What follows belongs to an exercise in optimizing a design on an open flow for small area, a short achievable clock period and few clock cycles per item; a production flow would make more cautious choices. No run shown here included a check of the RTL's function; only the layout flow was run. No activity file was given, so power comes from the tool's default toggle rates.

## flow/design.v (module list and top-level ports; edited modules follow where they fit)
// module multiplier: 1447 lines
// module mult_and2: 3 lines
// module mult_cb: 3 lines
// module mult_fa: 4 lines
// module mult_fa1: 4 lines
// module mult_gc: 3 lines
// module mult_ha: 4 lines
// module mult_one: 3 lines
// module mult_pp: 3 lines
// module mult_pps: 3 lines
// module mult_two: 3 lines
// module mult_xor: 3 lines
// module mult_y: 3 lines
module multiplier(
	input logic clk,
	input logic rst,
	input logic start_flag,
	input logic[15:0] a,
	input logic[15:0] b,
	output logic[31:0] result,
	output logic status
	);
  // ...
==> flow/flow/run.sh <==
#!/bin/bash
set -euo pipefail
cd "$(dirname "$0")/.."
export BUFFER_PORTS_ARGS="-buffer_cell sky130_fd_sc_hd__buf_2"
bash standard.sh > make.log 2>&1
==> flow/standard.sh <==
#!/bin/bash
# synth_recipe.tcl (not shown) runs the flow's synth.tcl, then flattens the netlist and writes it again
# the make line also repeats each setting of config.mk as NAME=value (left out here)
make -C /OpenROAD-flow-scripts/flow DESIGN_CONFIG=/design/flow/config.mk WORK_HOME=/design/flow/orfs CLKGATE_MAP_FILE= SYNTH_SCRIPT=/design/flow/synth_recipe.tcl "${@:-finish}"
==> flow/config.mk <==
export PLATFORM = sky130hd
export DESIGN_NAME = multiplier
export DESIGN_NICKNAME = multiplier
export VERILOG_FILES = /design/flow/design.v
export SDC_FILE = /design/flow/constraint.sdc
export NUM_CORES = 4
export LEC_CHECK = 0
export CAP_MARGIN = 20
export CORE_MARGIN = 2
export CORE_UTILIZATION = 40
export GPL_TIMING_DRIVEN = 0
export SLEW_MARGIN = 20
export SYNTH_HIERARCHICAL = 1
==> flow/constraint.sdc <==
create_clock -name core_clock -period 4.0 [get_ports {clk}]
set_input_delay 0.8000 -clock core_clock [delete_from_list [all_inputs] [get_ports {clk}]]
set_output_delay 0.8000 -clock core_clock [all_outputs]
set_load 0.01 [all_outputs]
==> flow_metrics.env, run 1 <==
export IMPL_status="complete, no violations"
export IMPL_n_tap_cell=265
export IMPL_whs_ps=213
export IMPL_fin_util_pct=48.9
export IMPL_ys_warnings_count=7
export IMPL_avgSynthCellArea_um2=11.7
export IMPL_wl_mm=18.5
export IMPL_worst_slack_ps=149
export IMPL_grt_pass1_vias=5833
export IMPL_max_freq_mhz=260
export IMPL_synth_simple_gate_area_share_pct=2.85
export IMPL_rows=51
export IMPL_slew_limit_headroom_pct=47.2
export IMPL_nMultiInputCombCells=550
export IMPL_finalHoldViolations=0
export IMPL_top_area_cell_class="multi-input combinational cells"
export IMPL_critPathCapture="result[30]"
export IMPL_critPathMaxStageDelay_ps=320
export IMPL_synth_ff_type="dfxtp_1"
export IMPL_slew_viol_final=0
export IMPL_period_minus_slack_ps=3850
export IMPL_cts_num_sinks=62
export IMPL_antenna_cells=0
export IMPL_seq_share_pct=13.2
export IMPL_worst_path_stages=11
export IMPL_critPathMostFrequentCell="a21o_1"
export IMPL_drive_above_1_share_pct=38.0
export IMPL_ant_nets=0
export IMPL_busiest_layer="met2"
export IMPL_pwr_share_comb_pct=74.1
export IMPL_wl_met2_mm=8.89
export IMPL_top_power_group="combinational logic"
export IMPL_pg_comb_mw=5.11
export IMPL_clk_share_pct=3.07
export IMPL_cts_buffers=9
export IMPL_dp_cells=1004
export IMPL_period_share_pct=96.3
export IMPL_netlist_top_cells_count="128 x a22oi_2, 128 x xnor2_1, 87 x fa_1, 61 x dfxtp_1"
export IMPL_final_setup_tns_ps=0
export IMPL_clk_pin_slew_ps=60
export IMPL_postCtsSetupRepairBufs=19
==> run 2: changes to the inputs <==
--- a/flow/design.v
+++ b/flow/design.v
@@ -694,46 +694,92 @@
 	logic pg1215;
 	logic pp21216;
 	logic pg1219;
 	logic pp21220;
 	logic pg1223;
 	logic pp21224;
 	logic pg1227;
 	logic pp21228;
-	logic sum1231;
-	logic sum1233;
-	logic sum1235;
-	logic sum1237;
-	logic sum1239;
-	logic sum1241;
-	logic sum1243;
-	logic sum1245;
-	logic sum1247;
-	logic sum1249;
-	logic sum1251;
-	logic sum1253;
-	logic sum1255;
-	logic sum1257;
-	logic sum1259;
-	logic sum1261;
-	logic sum1263;
-	logic sum1265;
-	logic sum1267;
-	logic sum1269;
-	logic sum1271;
-	logic sum1273;
-	logic sum1275;
-	logic sum1277;
-	logic sum1279;
-	logic sum1281;
-	logic sum1283;
-	logic sum1285;
-	logic sum1287;
-	logic sum1289;
+	logic pg1231;
+	logic pp21232;
+	logic pg1235;
+	logic pp21236;
+	logic pg1239;
+	logic pp21240;
+	logic pg1243;
+	logic pp21244;
+	logic pg1247;
+	logic pp21248;
+	logic pg1251;
+	logic pp21252;
+	logic pg1255;
+	logic pp21256;
+	logic pg1259;
+	logic pp21260;
+	logic pg1263;
+	logic pp21264;
+	logic pg1267;
+	logic pp21268;
+	logic pg1271;
+	logic pp21272;
+	logic pg1275;
+	logic pp21276;
+	logic pg1279;
+	logic pp21280;
+	logic pg1283;
+	logic pp21284;
+	logic pg1287;
+	logic pp21288;
+	logic pg1291;
+	logic pp21292;
+	logic pg1295;
+	logic pp21296;
+	logic pg1299;
+	logic pp21300;
+	logic pg1303;
+	logic pp21304;
+	logic pg1307;
+	logic pp21308;
+	logic pg1311;
+	logic pp21312;
+	logic pg1315;
+	logic pp21316;
+	logic pg1319;
+	logic pp21320;
+	logic sum1323;
+	logic sum1325;
+	logic sum1327;
+	logic sum1329;
+	logic sum1331;
+	logic sum1333;
+	logic sum1335;
+	logic sum1337;
+	logic sum1339;
+	logic sum1341;
+	logic sum1343;
+	logic sum1345;
+	logic sum1347;
+	logic sum1349;
+	logic sum1351;
+	logic sum1353;
+	logic sum1355;
+	logic sum1357;
+	logic sum1359;
+	logic sum1361;
+	logic sum1363;
+	logic sum1365;
+	logic sum1367;
+	logic sum1369;
+	logic sum1371;
+	logic sum1373;
+	logic sum1375;
+	logic sum1377;
+	logic sum1379;
+	logic sum1381;
 	logic q0_0;
 	logic q0_1;
 	logic q1_0;
 	logic q2_0;
 	logic q2_1;
 	logic q3_0;
 	logic q3_1;
 	logic q4_0;
@@ -1258,128 +1304,174 @@
 	mult_gc u1053 (.gh(c984), .ph(s983), .gl(c981), .g(pg1051));
 	mult_and2 u1054 (.a(s983), .b(s980), .y(pp21052));
 	mult_gc u1057 (.gh(c990), .ph(s989), .gl(c987), .g(pg1055));
 	mult_and2 u1058 (.a(s989), .b(s986), .y(pp21056));
 	mult_gc u1061 (.gh(c996), .ph(s995), .gl(c993), .g(pg1059));
 	mult_and2 u1062 (.a(s995), .b(s992), .y(pp21060));
 	mult_gc u1065 (.gh(c1002), .ph(s1001), .gl(c999), .g(pg1063));
 	mult_and2 u1066 (.a(s1001), .b(s998), .y(pp21064));
-	mult_gc u1069 (.gh(pg1011), .ph(pp21012), .gl(pg1007), .g(pg1067));
-	mult_and2 u1070 (.a(pp21012), .b(pp21008), .y(pp21068));
-	mult_gc u1073 (.gh(pg1019), .ph(pp21020), .gl(pg1015), .g(pg1071));
-	mult_and2 u1074 (.a(pp21020), .b(pp21016), .y(pp21072));
-	mult_gc u1077 (.gh(pg1027), .ph(pp21028), .gl(pg1023), .g(pg1075));
-	mult_and2 u1078 (.a(pp21028), .b(pp21024), .y(pp21076));
-	mult_gc u1081 (.gh(pg1035), .ph(pp21036), .gl(pg1031), .g(pg1079));
-	mult_and2 u1082 (.a(pp21036), .b(pp21032), .y(pp21080));
-	mult_gc u1085 (.gh(pg1043), .ph(pp21044), .gl(pg1039), .g(pg1083));
-	mult_and2 u1086 (.a(pp21044), .b(pp21040), .y(pp21084));
-	mult_gc u1089 (.gh(pg1051), .ph(pp21052), .gl(pg1047), .g(pg1087));
-	mult_and2 u1090 (.a(pp21052), .b(pp21048), .y(pp21088));
-	mult_gc u1093 (.gh(pg1059), .ph(pp21060), .gl(pg1055), .g(pg1091));
-	mult_and2 u1094 (.a(pp21060), .b(pp21056), .y(pp21092));
-	mult_gc u1097 (.gh(c1005), .ph(s1004), .gl(pg1063), .g(pg1095));
-	mult_and2 u1098 (.a(s1004), .b(pp21064), .y(pp21096));
-	mult_gc u1101 (.gh(pg1071), .ph(pp21072), .gl(pg1067), .g(pg1099));
-	mult_and2 u1102 (.a(pp21072), .b(pp21068), .y(pp21100));
-	mult_gc u1105 (.gh(pg1079), .ph(pp21080), .gl(pg1075), .g(pg1103));
-	mult_and2 u1106 (.a(pp21080), .b(pp21076), .y(pp21104));
-	mult_gc u1109 (.gh(pg1087), .ph(pp21088), .gl(pg1083), .g(pg1107));
-	mult_and2 u1110 (.a(pp21088), .b(pp21084), .y(pp21108));
-	mult_gc u1113 (.gh(pg1095), .ph(pp21096), .gl(pg1091), .g(pg1111));
-	mult_and2 u1114 (.a(pp21096), .b(pp21092), .y(pp21112));
-	mult_gc u1117 (.gh(pg1103), .ph(pp21104), .gl(pg1099), .g(pg1115));
-	mult_and2 u1118 (.a(pp21104), .b(pp21100), .y(pp21116));
-	mult_gc u1121 (.gh(pg1111), .ph(pp21112), .gl(pg1107), .g(pg1119));
-	mult_and2 u1122 (.a(pp21112), .b(pp21108), .y(pp21120));
-	mult_gc u1125 (.gh(pg1119), .ph(pp21120), .gl(pg1115), .g(pg1123));
-	mult_and2 u1126 (.a(pp21120), .b(pp21116), .y(pp21124));
-	mult_gc u1129 (.gh(pg1107), .ph(pp21108), .gl(pg1115), .g(pg1127));
-	mult_and2 u1130 (.a(pp21108), .b(pp21116), .y(pp21128));
-	mult_gc u1133 (.gh(pg1075), .ph(pp21076), .gl(pg1099), .g(pg1131));
-	mult_and2 u1134 (.a(pp21076), .b(pp21100), .y(pp21132));
-	mult_gc u1137 (.gh(pg1083), .ph(pp21084), .gl(pg1115), .g(pg1135));
-	mult_and2 u1138 (.a(pp21084), .b(pp21116), .y(pp21136));
-	mult_gc u1141 (.gh(pg1091), .ph(pp21092), .gl(pg1127), .g(pg1139));
-	mult_and2 u1142 (.a(pp21092), .b(pp21128), .y(pp21140));
-	mult_gc u1145 (.gh(pg1015), .ph(pp21016), .gl(pg1067), .g(pg1143));
-	mult_and2 u1146 (.a(pp21016), .b(pp21068), .y(pp21144));
-	mult_gc u1149 (.gh(pg1023), .ph(pp21024), .gl(pg1099), .g(pg1147));
-	mult_and2 u1150 (.a(pp21024), .b(pp21100), .y(pp21148));
-	mult_gc u1153 (.gh(pg1031), .ph(pp21032), .gl(pg1131), .g(pg1151));
-	mult_and2 u1154 (.a(pp21032), .b(pp21132), .y(pp21152));
-	mult_gc u1157 (.gh(pg1039), .ph(pp21040), .gl(pg1115), .g(pg1155));
-	mult_and2 u1158 (.a(pp21040), .b(pp21116), .y(pp21156));
-	mult_gc u1161 (.gh(pg1047), .ph(pp21048), .gl(pg1135), .g(pg1159));
-	mult_and2 u1162 (.a(pp21048), .b(pp21136), .y(pp21160));
-	mult_gc u1165 (.gh(pg1055), .ph(pp21056), .gl(pg1127), .g(pg1163));
-	mult_and2 u1166 (.a(pp21056), .b(pp21128), .y(pp21164));
-	mult_gc u1169 (.gh(pg1063), .ph(pp21064), .gl(pg1139), .g(pg1167));
-	mult_and2 u1170 (.a(pp21064), .b(pp21140), .y(pp21168));
-	mult_gc u1173 (.gh(c921), .ph(s920), .gl(pg1007), .g(pg1171));
-	mult_and2 u1174 (.a(s920), .b(pp21008), .y(pp21172));
-	mult_gc u1177 (.gh(c927), .ph(s926), .gl(pg1067), .g(pg1175));
-	mult_and2 u1178 (.a(s926), .b(pp21068), .y(pp21176));
-	mult_gc u1181 (.gh(c933), .ph(s932), .gl(pg1143), .g(pg1179));
-	mult_and2 u1182 (.a(s932), .b(pp21144), .y(pp21180));
-	mult_gc u1185 (.gh(c939), .ph(s938), .gl(pg1099), .g(pg1183));
-	mult_and2 u1186 (.a(s938), .b(pp21100), .y(pp21184));
-	mult_gc u1189 (.gh(c945), .ph(s944), .gl(pg1147), .g(pg1187));
-	mult_and2 u1190 (.a(s944), .b(pp21148), .y(pp21188));
-	mult_gc u1193 (.gh(c951), .ph(s950), .gl(pg1131), .g(pg1191));
-	mult_and2 u1194 (.a(s950), .b(pp21132), .y(pp21192));
-	mult_gc u1197 (.gh(c957), .ph(s956), .gl(pg1151), .g(pg1195));
-	mult_and2 u1198 (.a(s956), .b(pp21152), .y(pp21196));
-	mult_gc u1201 (.gh(c963), .ph(s962), .gl(pg1115), .g(pg1199));
-	mult_and2 u1202 (.a(s962), .b(pp21116), .y(pp21200));
-	mult_gc u1205 (.gh(c969), .ph(s968), .gl(pg1155), .g(pg1203));
-	mult_and2 u1206 (.a(s968), .b(pp21156), .y(pp21204));
-	mult_gc u1209 (.gh(c975), .ph(s974), .gl(pg1135), .g(pg1207));
-	mult_and2 u1210 (.a(s974), .b(pp21136), .y(pp21208));
-	mult_gc u1213 (.gh(c981), .ph(s980), .gl(pg1159), .g(pg1211));
-	mult_and2 u1214 (.a(s980), .b(pp21160), .y(pp21212));
-	mult_gc u1217 (.gh(c987), .ph(s986), .gl(pg1127), .g(pg1215));
-	mult_and2 u1218 (.a(s986), .b(pp21128), .y(pp21216));
-	mult_gc u1221 (.gh(c993), .ph(s992), .gl(pg1163), .g(pg1219));
-	mult_and2 u1222 (.a(s992), .b(pp21164), .y(pp21220));
-	mult_gc u1225 (.gh(c999), .ph(s998), .gl(pg1139), .g(pg1223));
-	mult_and2 u1226 (.a(s998), .b(pp21140), .y(pp21224));
-	mult_gc u1229 (.gh(c1005), .ph(s1004), .gl(pg1167), .g(pg1227));
-	mult_and2 u1230 (.a(s1004), .b(pp21168), .y(pp21228));
-	mult_xor u1232 (.a(q1_0), .b(c918), .y(sum1231));
-	mult_xor u1234 (.a(s920), .b(pg1007), .y(sum1233));
-	mult_xor u1236 (.a(s923), .b(pg1171), .y(sum1235));
-	mult_xor u1238 (.a(s926), .b(pg1067), .y(sum1237));
-	mult_xor u1240 (.a(s929), .b(pg1175), .y(sum1239));
-	mult_xor u1242 (.a(s932), .b(pg1143), .y(sum1241));
-	mult_xor u1244 (.a(s935), .b(pg1179), .y(sum1243));
-	mult_xor u1246 (.a(s938), .b(pg1099), .y(sum1245));
-	mult_xor u1248 (.a(s941), .b(pg1183), .y(sum1247));
-	mult_xor u1250 (.a(s944), .b(pg1147), .y(sum1249));
-	mult_xor u1252 (.a(s947), .b(pg1187), .y(sum1251));
-	mult_xor u1254 (.a(s950), .b(pg1131), .y(sum1253));
-	mult_xor u1256 (.a(s953), .b(pg1191), .y(sum1255));
-	mult_xor u1258 (.a(s956), .b(pg1151), .y(sum1257));
-	mult_xor u1260 (.a(s959), .b(pg1195), .y(sum1259));
-	mult_xor u1262 (.a(s962), .b(pg1115), .y(sum1261));
-	mult_xor u1264 (.a(s965), .b(pg1199), .y(sum1263));
-	mult_xor u1266 (.a(s968), .b(pg1155), .y(sum1265));
-	mult_xor u1268 (.a(s971), .b(pg1203), .y(sum1267));
-	mult_xor u1270 (.a(s974), .b(pg1135), .y(sum1269));
-	mult_xor u1272 (.a(s977), .b(pg1207), .y(sum1271));
-	mult_xor u1274 (.a(s980), .b(pg1159), .y(sum1273));
-	mult_xor u1276 (.a(s983), .b(pg1211), .y(sum1275));
-	mult_xor u1278 (.a(s986), .b(pg1127), .y(sum1277));
-	mult_xor u1280 (.a(s989), .b(pg1215), .y(sum1279));
-	mult_xor u1282 (.a(s992), .b(pg1163), .y(sum1281));
-	mult_xor u1284 (.a(s995), .b(pg1219), .y(sum1283));
-	mult_xor u1286 (.a(s998), .b(pg1139), .y(sum1285));
-	mult_xor u1288 (.a(s1001), .b(pg1223), .y(sum1287));
-	mult_xor u1290 (.a(s1004), .b(pg1167), .y(sum1289));
+	mult_gc u1069 (.gh(c921), .ph(s920), .gl(pg1007), .g(pg1067));
+	mult_and2 u1070 (.a(s920), .b(pp21008), .y(pp21068));
+	mult_gc u1073 (.gh(pg1011), .ph(pp21012), .gl(pg1007), .g(pg1071));
+	mult_and2 u1074 (.a(pp21012), .b(pp21008), .y(pp21072));
+	mult_gc u1077 (.gh(c933), .ph(s932), .gl(pg1015), .g(pg1075));
+	mult_and2 u1078 (.a(s932), .b(pp21016), .y(pp21076));
+	mult_gc u1081 (.gh(pg1019), .ph(pp21020), .gl(pg1015), .g(pg1079));
+	mult_and2 u1082 (.a(pp21020), .b(pp21016), .y(pp21080));
+	mult_gc u1085 (.gh(c945), .ph(s944), .gl(pg1023), .g(pg1083));
+	mult_and2 u1086 (.a(s944), .b(pp21024), .y(pp21084));
+	mult_gc u1089 (.gh(pg1027), .ph(pp21028), .gl(pg1023), .g(pg1087));
+	mult_and2 u1090 (.a(pp21028), .b(pp21024), .y(pp21088));
+	mult_gc u1093 (.gh(c957), .ph(s956), .gl(pg1031), .g(pg1091));
+	mult_and2 u1094 (.a(s956), .b(pp21032), .y(pp21092));
+	mult_gc u1097 (.gh(pg1035), .ph(pp21036), .gl(pg1031), .g(pg1095));
+	mult_and2 u1098 (.a(pp21036), .b(pp21032), .y(pp21096));
+	mult_gc u1101 (.gh(c969), .ph(s968), .gl(pg1039), .g(pg1099));
+	mult_and2 u1102 (.a(s968), .b(pp21040), .y(pp21100));
+	mult_gc u1105 (.gh(pg1043), .ph(pp21044), .gl(pg1039), .g(pg1103));
+	mult_and2 u1106 (.a(pp21044), .b(pp21040), .y(pp21104));
+	mult_gc u1109 (.gh(c981), .ph(s980), .gl(pg1047), .g(pg1107));
+	mult_and2 u1110 (.a(s980), .b(pp21048), .y(pp21108));
+	mult_gc u1113 (.gh(pg1051), .ph(pp21052), .gl(pg1047), .g(pg1111));
+	mult_and2 u1114 (.a(pp21052), .b(pp21048), .y(pp21112));
+	mult_gc u1117 (.gh(c993), .ph(s992), .gl(pg1055), .g(pg1115));
+	mult_and2 u1118 (.a(s992), .b(pp21056), .y(pp21116));
+	mult_gc u1121 (.gh(pg1059), .ph(pp21060), .gl(pg1055), .g(pg1119));
+	mult_and2 u1122 (.a(pp21060), .b(pp21056), .y(pp21120));
+	mult_gc u1125 (.gh(c1005), .ph(s1004), .gl(pg1063), .g(pg1123));
+	mult_and2 u1126 (.a(s1004), .b(pp21064), .y(pp21124));
+	mult_gc u1129 (.gh(c1005), .ph(s1004), .gl(pg1063), .g(pg1127));
+	mult_and2 u1130 (.a(s1004), .b(pp21064), .y(pp21128));
+	mult_gc u1133 (.gh(c927), .ph(s926), .gl(pg1071), .g(pg1131));
+	mult_and2 u1134 (.a(s926), .b(pp21072), .y(pp21132));
+	mult_gc u1137 (.gh(pg1015), .ph(pp21016), .gl(pg1071), .g(pg1135));
+	mult_and2 u1138 (.a(pp21016), .b(pp21072), .y(pp21136));
+	mult_gc u1141 (.gh(pg1075), .ph(pp21076), .gl(pg1071), .g(pg1139));
+	mult_and2 u1142 (.a(pp21076), .b(pp21072), .y(pp21140));
+	mult_gc u1145 (.gh(pg1079), .ph(pp21080), .gl(pg1071), .g(pg1143));
+	mult_and2 u1146 (.a(pp21080), .b(pp21072), .y(pp21144));
+	mult_gc u1149 (.gh(c951), .ph(s950), .gl(pg1087), .g(pg1147));
+	mult_and2 u1150 (.a(s950), .b(pp21088), .y(pp21148));
+	mult_gc u1153 (.gh(pg1031), .ph(pp21032), .gl(pg1087), .g(pg1151));
+	mult_and2 u1154 (.a(pp21032), .b(pp21088), .y(pp21152));
+	mult_gc u1157 (.gh(pg1091), .ph(pp21092), .gl(pg1087), .g(pg1155));
+	mult_and2 u1158 (.a(pp21092), .b(pp21088), .y(pp21156));
+	mult_gc u1161 (.gh(pg1095), .ph(pp21096), .gl(pg1087), .g(pg1159));
+	mult_and2 u1162 (.a(pp21096), .b(pp21088), .y(pp21160));
+	mult_gc u1165 (.gh(c975), .ph(s974), .gl(pg1103), .g(pg1163));
+	mult_and2 u1166 (.a(s974), .b(pp21104), .y(pp21164));
+	mult_gc u1169 (.gh(pg1047), .ph(pp21048), .gl(pg1103), .g(pg1167));
+	mult_and2 u1170 (.a(pp21048), .b(pp21104), .y(pp21168));
+	mult_gc u1173 (.gh(pg1107), .ph(pp21108), .gl(pg1103), .g(pg1171));
+	mult_and2 u1174 (.a(pp21108), .b(pp21104), .y(pp21172));
+	mult_gc u1177 (.gh(pg1111), .ph(pp21112), .gl(pg1103), .g(pg1175));
+	mult_and2 u1178 (.a(pp21112), .b(pp21104), .y(pp21176));
+	mult_gc u1181 (.gh(c999), .ph(s998), .gl(pg1119), .g(pg1179));
+	mult_and2 u1182 (.a(s998), .b(pp21120), .y(pp21180));
+	mult_gc u1185 (.gh(pg1063), .ph(pp21064), .gl(pg1119), .g(pg1183));
+	mult_and2 u1186 (.a(pp21064), .b(pp21120), .y(pp21184));
+	mult_gc u1189 (.gh(pg1123), .ph(pp21124), .gl(pg1119), .g(pg1187));
+	mult_and2 u1190 (.a(pp21124), .b(pp21120), .y(pp21188));
+	mult_gc u1193 (.gh(pg1127), .ph(pp21128), .gl(pg1119), .g(pg1191));
+	mult_and2 u1194 (.a(pp21128), .b(pp21120), .y(pp21192));
+	mult_gc u1197 (.gh(c939), .ph(s938), .gl(pg1143), .g(pg1195));
+	mult_and2 u1198 (.a(s938), .b(pp21144), .y(pp21196));
+	mult_gc u1201 (.gh(pg1023), .ph(pp21024), .gl(pg1143), .g(pg1199));
+	mult_and2 u1202 (.a(pp21024), .b(pp21144), .y(pp21200));
+	mult_gc u1205 (.gh(pg1083), .ph(pp21084), .gl(pg1143), .g(pg1203));
+	mult_and2 u1206 (.a(pp21084), .b(pp21144), .y(pp21204));
+	mult_gc u1209 (.gh(pg1087), .ph(pp21088), .gl(pg1143), .g(pg1207));
+	mult_and2 u1210 (.a(pp21088), .b(pp21144), .y(pp21208));
+	mult_gc u1213 (.gh(pg1147), .ph(pp21148), .gl(pg1143), .g(pg1211));
+	mult_and2 u1214 (.a(pp21148), .b(pp21144), .y(pp21212));
+	mult_gc u1217 (.gh(pg1151), .ph(pp21152), .gl(pg1143), .g(pg1215));
+	mult_and2 u1218 (.a(pp21152), .b(pp21144), .y(pp21216));
+	mult_gc u1221 (.gh(pg1155), .ph(pp21156), .gl(pg1143), .g(pg1219));
+	mult_and2 u1222 (.a(pp21156), .b(pp21144), .y(pp21220));
+	mult_gc u1225 (.gh(pg1159), .ph(pp21160), .gl(pg1143), .g(pg1223));
+	mult_and2 u1226 (.a(pp21160), .b(pp21144), .y(pp21224));
+	mult_gc u1229 (.gh(c987), .ph(s986), .gl(pg1175), .g(pg1227));
+	mult_and2 u1230 (.a(s986), .b(pp21176), .y(pp21228));
+	mult_gc u1233 (.gh(pg1055), .ph(pp21056), .gl(pg1175), .g(pg1231));
+	mult_and2 u1234 (.a(pp21056), .b(pp21176), .y(pp21232));
+	mult_gc u1237 (.gh(pg1115), .ph(pp21116), .gl(pg1175), .g(pg1235));
+	mult_and2 u1238 (.a(pp21116), .b(pp21176), .y(pp21236));
+	mult_gc u1241 (.gh(pg1119), .ph(pp21120), .gl(pg1175), .g(pg1239));
+	mult_and2 u1242 (.a(pp21120), .b(pp21176), .y(pp21240));
+	mult_gc u1245 (.gh(pg1179), .ph(pp21180), .gl(pg1175), .g(pg1243));
+	mult_and2 u1246 (.a(pp21180), .b(pp21176), .y(pp21244));
+	mult_gc u1249 (.gh(pg1183), .ph(pp21184), .gl(pg1175), .g(pg1247));
+	mult_and2 u1250 (.a(pp21184), .b(pp21176), .y(pp21248));
+	mult_gc u1253 (.gh(pg1187), .ph(pp21188), .gl(pg1175), .g(pg1251));
+	mult_and2 u1254 (.a(pp21188), .b(pp21176), .y(pp21252));
+	mult_gc u1257 (.gh(pg1191), .ph(pp21192), .gl(pg1175), .g(pg1255));
+	mult_and2 u1258 (.a(pp21192), .b(pp21176), .y(pp21256));
+	mult_gc u1261 (.gh(c963), .ph(s962), .gl(pg1223), .g(pg1259));
+	mult_and2 u1262 (.a(s962), .b(pp21224), .y(pp21260));
+	mult_gc u1265 (.gh(pg1039), .ph(pp21040), .gl(pg1223), .g(pg1263));
+	mult_and2 u1266 (.a(pp21040), .b(pp21224), .y(pp21264));
+	mult_gc u1269 (.gh(pg1099), .ph(pp21100), .gl(pg1223), .g(pg1267));
+	mult_and2 u1270 (.a(pp21100), .b(pp21224), .y(pp21268));
+	mult_gc u1273 (.gh(pg1103), .ph(pp21104), .gl(pg1223), .g(pg1271));
+	mult_and2 u1274 (.a(pp21104), .b(pp21224), .y(pp21272));
+	mult_gc u1277 (.gh(pg1163), .ph(pp21164), .gl(pg1223), .g(pg1275));
+	mult_and2 u1278 (.a(pp21164), .b(pp21224), .y(pp21276));
+	mult_gc u1281 (.gh(pg1167), .ph(pp21168), .gl(pg1223), .g(pg1279));
+	mult_and2 u1282 (.a(pp21168), .b(pp21224), .y(pp21280));
+	mult_gc u1285 (.gh(pg1171), .ph(pp21172), .gl(pg1223), .g(pg1283));
+	mult_and2 u1286 (.a(pp21172), .b(pp21224), .y(pp21284));
+	mult_gc u1289 (.gh(pg1175), .ph(pp21176), .gl(pg1223), .g(pg1287));
+	mult_and2 u1290 (.a(pp21176), .b(pp21224), .y(pp21288));
+	mult_gc u1293 (.gh(pg1227), .ph(pp21228), .gl(pg1223), .g(pg1291));
+	mult_and2 u1294 (.a(pp21228), .b(pp21224), .y(pp21292));
+	mult_gc u1297 (.gh(pg1231), .ph(pp21232), .gl(pg1223), .g(pg1295));
+	mult_and2 u1298 (.a(pp21232), .b(pp21224), .y(pp21296));
+	mult_gc u1301 (.gh(pg1235), .ph(pp21236), .gl(pg1223), .g(pg1299));
+	mult_and2 u1302 (.a(pp21236), .b(pp21224), .y(pp21300));
+	mult_gc u1305 (.gh(pg1239), .ph(pp21240), .gl(pg1223), .g(pg1303));
+	mult_and2 u1306 (.a(pp21240), .b(pp21224), .y(pp21304));
+	mult_gc u1309 (.gh(pg1243), .ph(pp21244), .gl(pg1223), .g(pg1307));
+	mult_and2 u1310 (.a(pp21244), .b(pp21224), .y(pp21308));
+	mult_gc u1313 (.gh(pg1247), .ph(pp21248), .gl(pg1223), .g(pg1311));
+	mult_and2 u1314 (.a(pp21248), .b(pp21224), .y(pp21312));
+	mult_gc u1317 (.gh(pg1251), .ph(pp21252), .gl(pg1223), .g(pg1315));
+	mult_and2 u1318 (.a(pp21252), .b(pp21224), .y(pp21316));
+	mult_gc u1321 (.gh(pg1255), .ph(pp21256), .gl(pg1223), .g(pg1319));
+	mult_and2 u1322 (.a(pp21256), .b(pp21224), .y(pp21320));
+	mult_xor u1324 (.a(q1_0), .b(c918), .y(sum1323));
+	mult_xor u1326 (.a(s920), .b(pg1007), .y(sum1325));
+	mult_xor u1328 (.a(s923), .b(pg1067), .y(sum1327));
+	mult_xor u1330 (.a(s926), .b(pg1071), .y(sum1329));
+	mult_xor u1332 (.a(s929), .b(pg1131), .y(sum1331));
+	mult_xor u1334 (.a(s932), .b(pg1135), .y(sum1333));
+	mult_xor u1336 (.a(s935), .b(pg1139), .y(sum1335));
+	mult_xor u1338 (.a(s938), .b(pg1143), .y(sum1337));
+	mult_xor u1340 (.a(s941), .b(pg1195), .y(sum1339));
+	mult_xor u1342 (.a(s944), .b(pg1199), .y(sum1341));
+	mult_xor u1344 (.a(s947), .b(pg1203), .y(sum1343));
+	mult_xor u1346 (.a(s950), .b(pg1207), .y(sum1345));
+	mult_xor u1348 (.a(s953), .b(pg1211), .y(sum1347));
+	mult_xor u1350 (.a(s956), .b(pg1215), .y(sum1349));
+	mult_xor u1352 (.a(s959), .b(pg1219), .y(sum1351));
+	mult_xor u1354 (.a(s962), .b(pg1223), .y(sum1353));
+	mult_xor u1356 (.a(s965), .b(pg1259), .y(sum1355));
+	mult_xor u1358 (.a(s968), .b(pg1263), .y(sum1357));
+	mult_xor u1360 (.a(s971), .b(pg1267), .y(sum1359));
+	mult_xor u1362 (.a(s974), .b(pg1271), .y(sum1361));
+	mult_xor u1364 (.a(s977), .b(pg1275), .y(sum1363));
+	mult_xor u1366 (.a(s980), .b(pg1279), .y(sum1365));
+	mult_xor u1368 (.a(s983), .b(pg1283), .y(sum1367));
+	mult_xor u1370 (.a(s986), .b(pg1287), .y(sum1369));
+	mult_xor u1372 (.a(s989), .b(pg1291), .y(sum1371));
+	mult_xor u1374 (.a(s992), .b(pg1295), .y(sum1373));
+	mult_xor u1376 (.a(s995), .b(pg1299), .y(sum1375));
+	mult_xor u1378 (.a(s998), .b(pg1303), .y(sum1377));
+	mult_xor u1380 (.a(s1001), .b(pg1307), .y(sum1379));
+	mult_xor u1382 (.a(s1004), .b(pg1311), .y(sum1381));
 	always_ff @(posedge clk) begin
 		q0_0 <= cb3;
 		q0_1 <= pp40;
 		q1_0 <= pp42;
 		q2_0 <= s834;
 		q2_1 <= pp113;
 		q3_0 <= c835;
 		q3_1 <= s837;
@@ -1437,17 +1529,17 @@
 		q29_1 <= s915;
 		q30_0 <= c916;
 		q30_1 <= pp583;
 	end
 	always_ff @(posedge clk or negedge rst) begin
 		if(~rst) done <= 1'b0;
 		else done <= start_flag;
 	end
-	assign result = {~pg1227, sum1289, sum1287, sum1285, sum1283, sum1281, sum1279, sum1277, sum1275, sum1273, sum1271, sum1269, sum1267, sum1265, sum1263, sum1261, sum1259, sum1257, sum1255, sum1253, sum1251, sum1249, sum1247, sum1245, sum1243, sum1241, sum1239, sum1237, sum1235, sum1233, sum1231, s917};
+	assign result = {~pg1315, sum1381, sum1379, sum1377, sum1375, sum1373, sum1371, sum1369, sum1367, sum1365, sum1363, sum1361, sum1359, sum1357, sum1355, sum1353, sum1351, sum1349, sum1347, sum1345, sum1343, sum1341, sum1339, sum1337, sum1335, sum1333, sum1331, sum1329, sum1327, sum1325, sum1323, s917};
 	assign status = done;
 endmodule
 module mult_and2(input logic a, input logic b, output logic y);
 	assign y = a & b;
 endmodule
 module mult_cb(input logic b1, input logic b0, input logic bm, output logic cb);
 	assign cb = b1 | ~(b0 | bm);
 endmodule
==> run 2 against run 1 <==
  * Global-route usage is 0.13 points higher
  * Critical path depth fell by 3
  * Setup slack got worse by 26 ps
  * Combinational power is 7.0% higher
  * Cell area increased by 3.9%
  * Synthesized cell count up 6.9%
  * Die area rose by 3.9%
  * Non-clock buffer count is the same
  * Sequential power is essentially flat
  * Worst hold slack improved by 3.7 ps
  * Clock power grew 5.3%
  * Via count grew 5.8%
  * Critical path type is now input pin to flip-flop
  * Highest routed layer unchanged
==> flow_metrics.env, run 2 <==
export IMPL_pwr_share_comb_pct=75.0
export IMPL_avgSynthCellArea_um2=11.4
export IMPL_start_util_pct=40.5
export IMPL_yosysUniqueCellTypes=17
export IMPL_first_pass_iters=4
export IMPL_grt_overflow=0
export IMPL_p_sw_share_pct=41.3
export IMPL_yosysTopAreaCellShare_pct=21.3
export IMPL_h_tree_depth=3
export IMPL_period_minus_slack_ps=3880
export IMPL_ys_warnings_count=7
export IMPL_critPathMostFrequentCell="fa_1"
export IMPL_critPathMaxStageDelay_ps=600
export IMPL_synth_area_um2=8170
export IMPL_cts_root_buf="clkbuf_16"
export IMPL_max_freq_mhz=258
export IMPL_status="complete, no violations"
export IMPL_pwr_share_clk_pct=11.2
export IMPL_layout_common_cells="128 x xnor2_1, 128 x a22oi_2, 87 x fa_1"
export IMPL_synthCells=715
export IMPL_synth_compound_area_share_pct=29.1
export IMPL_slew_viol_final=0
export IMPL_synth_edf_count=0
export IMPL_synth_top_family_by_area="adder cells"
export IMPL_netlist_top_cells_count="128 x a22oi_2, 128 x xnor2_1, 87 x fa_1, 74 x a21o_1, 61 x dfxtp_1"
export IMPL_cellPowerDensity_nw_per_um2=741
export IMPL_grt_pass1_vias=5999
export IMPL_io_pins=68
export IMPL_fin_util_pct=48.7
export IMPL_worstSetupStartpoint="b[1]"
export IMPL_synth_mux_area_share_pct=0
export IMPL_ys_ff_latch=62
export IMPL_power_switching_mw=3.01
export IMPL_drtIter0Drc=253
export IMPL_synthAdderAreaFrac_pct=29.1
export IMPL_antenna_cells=0
export IMPL_hold_buffers=0
export IMPL_dp_cells=1055
export IMPL_power_frac_seq_pct=13.8
export IMPL_grt_usage_pct=19.1
export IMPL_die_h_um=147
export IMPL_clk_pin_slew_ps=60
export IMPL_fin_nets=1012
export IMPL_cap_violations=0
export IMPL_vias_per_cell=5.18
export IMPL_max_slew_worst_pin_slew_ps=1060
export IMPL_vdd_drop_max_mv=0.581
export IMPL_drive_above_1_share_pct=35.8
export IMPL_path_max_fanout=24
export IMPL_die_w_um=147
export IMPL_drc=0
export IMPL_synth_ff_type="dfxtp_1"
export IMPL_hold_class="input pin to asynchronous set/reset pin"
export IMPL_endpoint_kind="flip-flop"
export IMPL_synth_simple_gate_area_share_pct=4.50
export IMPL_grt_pass1_wl_mm=32.3
export IMPL_antenna_found_initial=0
export IMPL_cp_top_family="adder cells"
export IMPL_setup_viol=0
export IMPL_critPathLaunchType="input pin"
export IMPL_place_gp_congestion=0.795
export IMPL_worst_path_stages=8
export IMPL_p_leak_nw=4.02
export IMPL_synth_top_area_cell="fa_1"
export IMPL_cts_tree="yes"
export IMPL_area_growth_pct=20.3
export IMPL_die_area_um2=21600
export IMPL_port_buffers=67
export IMPL_wl_mm=19.9
export IMPL_critPathArrivalTime_ps=4100
export IMPL_ys_top_cells_by_area="fa_1 21%, a22oi_2 20%, dfxtp_1 15%, xnor2_1 14%, ha_1 7.8%"
export IMPL_crit_buf_inv=1
export IMPL_slowest_stage="fa_1"
export IMPL_slew_limit_headroom_pct=29.0
export IMPL_path_cells="buf_4 > nand2b_1 > o22ai_4 > a22oi_2 > fa_1 > fa_1 > fa_1 > fa_1"
export IMPL_cts_num_sinks=62
export IMPL_cell_internal_pwr_mw=4.28
export IMPL_final_instance_count_excl_fill=1114
export IMPL_finalHoldViolations=0
export IMPL_dp_hpwl_mm=14.8
export IMPL_cp_required_ps=4220
export IMPL_vias=5775
export IMPL_synthXorXnorAreaFrac_pct=17.8
export IMPL_ant_nets=0
export IMPL_wl_per_cell_um=17.9
export IMPL_cts_buffers=9
export IMPL_seq_area_frac_synth_pct=15.3
export IMPL_worst_setup_path_type="input pin to flip-flop"
export IMPL_core_area_um2=20200
export IMPL_rows=52
export IMPL_async_flop_share_pct=1.61
export IMPL_cts_max_path_buffers=2
export IMPL_period_share_pct=96.9
export IMPL_grt_start_max_net_pins=25
-- run 2: cell types whose count changed after synthesis, sizes merged --
| cell | delta |
|---|---|
| a21o | +23 |
| and2 | +23 |
-- run 2: kinds of logic after synthesis --
group | Yosys count
AND/OR/NAND/NOR | 62
buffers and inverters | 60
XOR/XNOR | 166
adder cells (fa/ha/maj) | 138
flip-flops | 62
other | 1
AO/OA/AOI/OAI | 226
-- run 2: cell type report --
cell class	count	area (µm²)
Buffer	31	233
Clock buffer	10	239
Clock inverter	6	70.1
Fill cell	1875	10300
Inverter	29	109
Multi-Input combinational cell	596	6790
Sequential cell	62	1250
Tap cell	270	338
Timing Repair Buffer	110	803
-- run 2: what timing repair did --
action                                  in CTS  in global routing
buffers inserted                            18                 25
endpoints found under the setup margin      20                 17
pin swaps                                    8                  3
resized for setup                           11                  1
-- run 2: metal layers --
layer,share of wire [%],up-vias,GRT usage (%)
met4,1.3,0,4.47
li1,-,2769,-
met1,47,2881,26.0
met3,3.7,25,2.76
met2,48,100,32.2
met5,0,-,0
-- run 2: worst max-delay path by stage --
stage                       end  slack, ps
final                     q15_1        120
after floorplan           q16_1        180
after detailed placement  q17_1       -770
after global routing      q18_1         -5
after global placement    q17_1       -770
after CTS                 q17_1          6
-- run 2: stage by stage --
stage | setup slack, ps | setup TNS (ps) | cell area, µm² | power, mW | hold slack [ps]
floorplan | 182 | 0 | 8240 | 5.08 | 504
global placement | -769 | -14720 | 8910 | 6.40 | 574
detailed placement | -765 | -15420 | 8990 | 6.43 | 576
CTS | 6.05 | 0 | 9590 | 7.34 | 201
global route | -4.71 | -8.19 | 9830 | 8.06 | 209
finish | 124 | 0 | 9830 | 7.29 | 217
-- run 2: power groups by stage --
stage / Sequential (mW) / Clock, mW / Combinational, mW
after floorplan: 0.998 / 0 / 4.08
after global placement: 1.02 / 0 / 5.38
after detailed placement: 1.02 / 0 / 5.41
after CTS: 1.01 / 0.841 / 5.49
after global routing: 1.03 / 0.862 / 6.17
final: 1.01 / 0.816 / 5.47
-- run 2: modules after synthesis (local to each module, per instance) --
module | flip-flops and latches | area (µm²) | times used | cells
multiplier | 62 | 1530 | 1 | 107
mult_fa1 | 0 | 27.5 | 4 | 5
mult_two | 0 | 22.5 | 8 | 3
mult_fa | 0 | 20.0 | 87 | 1
mult_ha | 0 | 12.5 | 47 | 1
mult_pp | 0 | 12.5 | 128 | 1
mult_one | 0 | 8.76 | 8 | 1
mult_xor | 0 | 8.76 | 30 | 1
mult_y | 0 | 8.76 | 128 | 1
mult_cb | 0 | 7.51 | 8 | 1
mult_gc | 0 | 7.51 | 74 | 1
mult_pps | 0 | 7.51 | 8 | 1
mult_and2 | 0 | 6.26 | 46 | 1

-- re-timing with driven ports --
The results above use ideal ports. As a check the final layouts listed here were re-extracted and re-timed, cells and wires unchanged.
Step 1, drivers: a clkbuf_16 drives clk and a buf_2 each remaining input, both assumed.
Step 2 also shifts input and output timing later by t, the mid clock arrival at the registers, as if the neighbouring blocks saw the same clock.
Three values: no drivers, after step 1, after step 2; two values: the first two.
| run | shift t [ns] | slack for setup (ns) | pins driven straight from the clock port |
|---|---|---|---|
| run 1 | 0.390 | 0.149 / 0.104 / -0.215 | 1 |
| run 2 | 0.385 | 0.124 / 0.105 / -0.280 | 1 |
Met with ideal ports but missed after step 2: setup timing in run 1 and run 2. The setup slack of run 2, which loses most, moves by -0.019 ns with the drivers and by -0.404 ns with both steps.
